Context: an optimization exercise on an open-source flow, tuned for small area and a short achievable clock period. The choices shown serve that exercise and are no tape-out recipe.
Function was checked by simulation only, so behaviour that the tests miss may differ from the original.
Power and IR drop assume default switching activity.

==> flow/design.v (excerpt) <==
module alpha_mean
(
    input   wire            clk                 ,
    input   wire            rst_n               ,
    input   wire            win_vld             ,
    input   wire  [199:0]   win                 ,
    output  reg             mean_vld            ,
    output  reg     [ 7:0]  mean_data
);
reg s1_1;
reg s1_2;
reg s1_3;
reg s1_4;
reg s1_5;
reg s1_6;
reg s1_7;
reg s1_8;
reg s1_9;
reg s1_10;
reg s1_11;
reg s1_12;
reg s1_13;
reg s1_14;
reg s1_15;
reg s1_16;
reg s1_17;
reg s1_18;
reg s1_19;
reg s1_20;
reg s1_21;
reg s1_22;
reg s1_23;
reg s1_24;
reg s1_25;
reg s1_26;
reg s1_27;
reg s1_28;
reg s1_29;
reg s1_30;
reg s1_31;
reg s1_32;
reg s1_33;
reg s1_34;
reg s1_35;
reg s1_36;
reg s1_37;
reg s1_38;
reg s1_39;
reg s1_40;
reg s1_41;
reg s1_42;
reg s1_43;
reg s1_44;
reg s1_45;
reg s1_46;
reg s1_47;
reg s1_48;
reg s1_49;
reg s1_50;
reg s1_51;
reg s1_52;
reg s1_53;
reg s1_54;
reg s1_55;
reg s1_56;
reg s1_57;
reg s1_58;
reg s1_59;
reg s1_60;
reg s1_61;
reg s1_62;
reg s1_63;
reg s1_64;
reg s1_65;
reg s1_66;
reg s1_67;
reg s1_68;
reg s1_69;
reg s1_70;
reg s1_71;
reg s1_72;
reg s1_73;
reg s1_74;
reg s1_75;
reg s1_76;
reg s1_77;
reg s1_78;
reg s1_79;
reg s1_80;
reg s1_81;
reg s1_82;
reg s1_83;
reg s1_84;
reg s1_85;
reg s1_86;
reg s1_87;
reg s1_88;
reg s1_89;
reg s1_90;
reg s1_91;
reg s1_92;
reg s1_93;
reg s1_94;
reg s1_95;
reg s1_96;
reg s1_97;
reg s1_98;
reg s1_99;
reg s1_100;
reg s1_101;
reg s1_102;
reg s1_103;
reg s1_104;
reg s1_105;
reg s1_106;
reg s1_107;
reg s1_108;
reg s1_109;
reg s1_110;
reg s1_111;
reg s1_112;
reg s1_113;
reg s1_114;
reg s1_115;
reg s1_116;
reg s1_117;
reg s1_118;
reg s1_119;
reg s1_120;
reg s1_121;
reg s1_122;
reg s1_123;
reg s1_124;
reg s1_125;
reg s1_126;
reg s1_127;
reg s1_128;
reg s1_129;
reg s1_130;
reg s1_131;
reg s1_132;
reg s1_133;
reg s1_134;
reg s1_135;
reg s1_136;
reg s1_137;
reg s1_138;
reg s1_139;
reg s1_140;
reg s1_141;
reg s1_142;
reg s1_143;
reg s1_144;
reg s1_145;
reg s1_146;
reg s1_147;
reg s1_148;
reg s1_149;
reg s1_150;
reg s1_151;
reg s1_152;
reg s1_153;
reg s1_154;
reg s1_155;
reg s1_156;
reg s1_157;
reg s1_158;
reg s1_159;
reg s1_160;
  ...
Size: roughly 9,700 cells after synthesis, roughly 870 flip-flops, roughly 210 I/O pins.
==> flow/config.mk <==
export PLATFORM = sky130hd
export DESIGN_NAME = alpha_mean
export DESIGN_NICKNAME = alpha_mean
export VERILOG_FILES = /design/flow/design.v
export SDC_FILE = /design/flow/constraint.sdc
export NUM_CORES = 4
export LEC_CHECK = 0
export ABC_AREA = 1
export CAP_MARGIN = 20
export CELL_PAD_IN_SITES_DETAIL_PLACEMENT = 1
export CELL_PAD_IN_SITES_GLOBAL_PLACEMENT = 2
export CORE_AREA = 2.3 2.72 456.78 456.96
export CTS_CLUSTER_DIAMETER = 100
export CTS_CLUSTER_SIZE = 30
export DIE_AREA = 0 0 459.0 459.0
export PLACE_DENSITY = 0.5
export SLEW_MARGIN = 20
==> flow/constraint.sdc <==
create_clock -name core_clock -period 12.0 [get_ports {clk}]
set_input_delay 2.4000 -clock core_clock [delete_from_list [all_inputs] [get_ports {clk}]]
set_output_delay 2.4000 -clock core_clock [all_outputs]
set_load 0.01 [all_outputs]
standard.sh (not shown) runs the stock make flow with config.mk's settings and CLKGATE_MAP_FILE= SYNTH_SCRIPT=/design/flow/synth_recipe.tcl, a recipe that flattens the netlist after the stock synthesis.
==> flow/flow/run.sh <==
#!/bin/bash
# The standard layout (standard.sh, unchanged synthesis), with ORFS's
# repair_timing asked to reach 8.3 ns of setup slack instead of 0, and every
# input and output port buffered with sky130_fd_sc_hd__buf_1 (instead of the
# delay cell buffer_ports picks by default).
# The clock period and all constraints are the design's.
export SETUP_SLACK_MARGIN=8.3
export BUFFER_PORTS_ARGS="-buffer_cell sky130_fd_sc_hd__buf_1"
bash standard.sh > standard.log 2>&1
The baseline finished clean.
Change:
==> flow/flow/run.sh (replaced) <==
#!/bin/bash
# The standard layout (standard.sh, unchanged synthesis), with ORFS's
# repair_timing asked to reach 8.5 ns of setup slack instead of 0.
# The clock period and all constraints are the design's.
export SETUP_SLACK_MARGIN=8.5
bash standard.sh > standard.log 2>&1
CELL_PAD_IN_SITES_DETAIL_PLACEMENT = not set   (was 1)
CELL_PAD_IN_SITES_GLOBAL_PLACEMENT = not set   (was 2)
CORE_AREA = not set   (was 2.3 2.72 456.78 456.96)
CORE_MARGIN = 2   (was not set)
CORE_UTILIZATION = 55   (was not set)
CTS_CLUSTER_DIAMETER = 150   (was 100)
DIE_AREA = not set   (was 0 0 459.0 459.0)
PLACE_DENSITY = 0.65   (was 0.5)
Outcome: The changed run did not get past global routing with GRT-0116. Synthesized cell count does not change. Area after synthesis does not change.
Change:
==> flow/flow/run.sh (replaced) <==
#!/bin/bash
# The standard layout (standard.sh, unchanged synthesis), with ORFS's
# repair_timing asked to reach 8.1 ns of setup slack instead of 0, and every
# input and output port buffered with sky130_fd_sc_hd__buf_1 (instead of the
# delay cell buffer_ports picks by default).
# The clock period and all constraints are the design's.
export SETUP_SLACK_MARGIN=8.1
export BUFFER_PORTS_ARGS="-buffer_cell sky130_fd_sc_hd__buf_1"
bash standard.sh > standard.log 2>&1
CELL_PAD_IN_SITES_DETAIL_PLACEMENT = 1   (was not set)
CELL_PAD_IN_SITES_GLOBAL_PLACEMENT = 2   (was not set)
CORE_AREA = 2.3 2.72 415.84 416.16   (was not set)
CORE_MARGIN = not set   (was 2)
CORE_UTILIZATION = not set   (was 55)
CTS_CLUSTER_DIAMETER = 80   (was 150)
CTS_CLUSTER_SIZE = 20   (was 30)
DIE_AREA = 0 0 418.21 418.21   (was not set)
GPL_TIMING_DRIVEN = 1   (was not set)
PLACE_DENSITY = 0.55   (was 0.65)
=> This time the run went through all stages and came out clean; synthesized area stays the same; synthesized cell count is unchanged.
Change:
==> flow/flow/run.sh (replaced) <==
#!/bin/bash
# The standard layout (standard.sh, unchanged synthesis), with ORFS's
# repair_timing asked to reach 8.45 ns of setup slack instead of 0, and every
# input and output port buffered with sky130_fd_sc_hd__buf_1 (instead of the
# delay cell buffer_ports picks by default).
# The clock period and all constraints are the design's.
export SETUP_SLACK_MARGIN=8.45
export BUFFER_PORTS_ARGS="-buffer_cell sky130_fd_sc_hd__buf_1"
bash standard.sh > standard.log 2>&1
CORE_AREA = 2.3 2.72 456.78 456.96   (was 2.3 2.72 415.84 416.16)
CTS_CLUSTER_DIAMETER = 100   (was 80)
CTS_CLUSTER_SIZE = 30   (was 20)
DIE_AREA = 0 0 459.0 459.0   (was 0 0 418.21 418.21)
PLACE_DENSITY = 0.5   (was 0.55)
TNS_END_PERCENT = 5   (was not set)
Sequential power hardly moves.
Die area goes up by 20%.
Critical path depth climbs by 6.

## afterwards: timing with drivers on the ports
No port has a modelled driver above. Below, the same layouts with a new extraction and two added sets of constraints.
Step 1 assumes that a clkbuf_16 drives the clock port and a buf_2 every other input.
Step 2 adds t to the input delays and takes it off the output delays; t is the mean of the earliest and latest rising clock arrival at the registers after step 1. Input paths then give back, and output paths get back, about the clock's delay inside the block.
Three values: ideal ports, drivers, drivers and shift; two values: the first two.
run | shift t [ns] | setup WS [ns] | worst setup path at the end | pins driven straight from the clock port
the first run | 0.860 | 8.148 / 8.148 / 8.148 | register to register | 1
the third run | 0.901 | 7.918 / 7.918 / 7.918 | register to register | 1
the fourth run | 0.868 | 8.107 / 8.107 / 8.107 | register to register | 1
After both steps setup and hold are still met in every run listed.
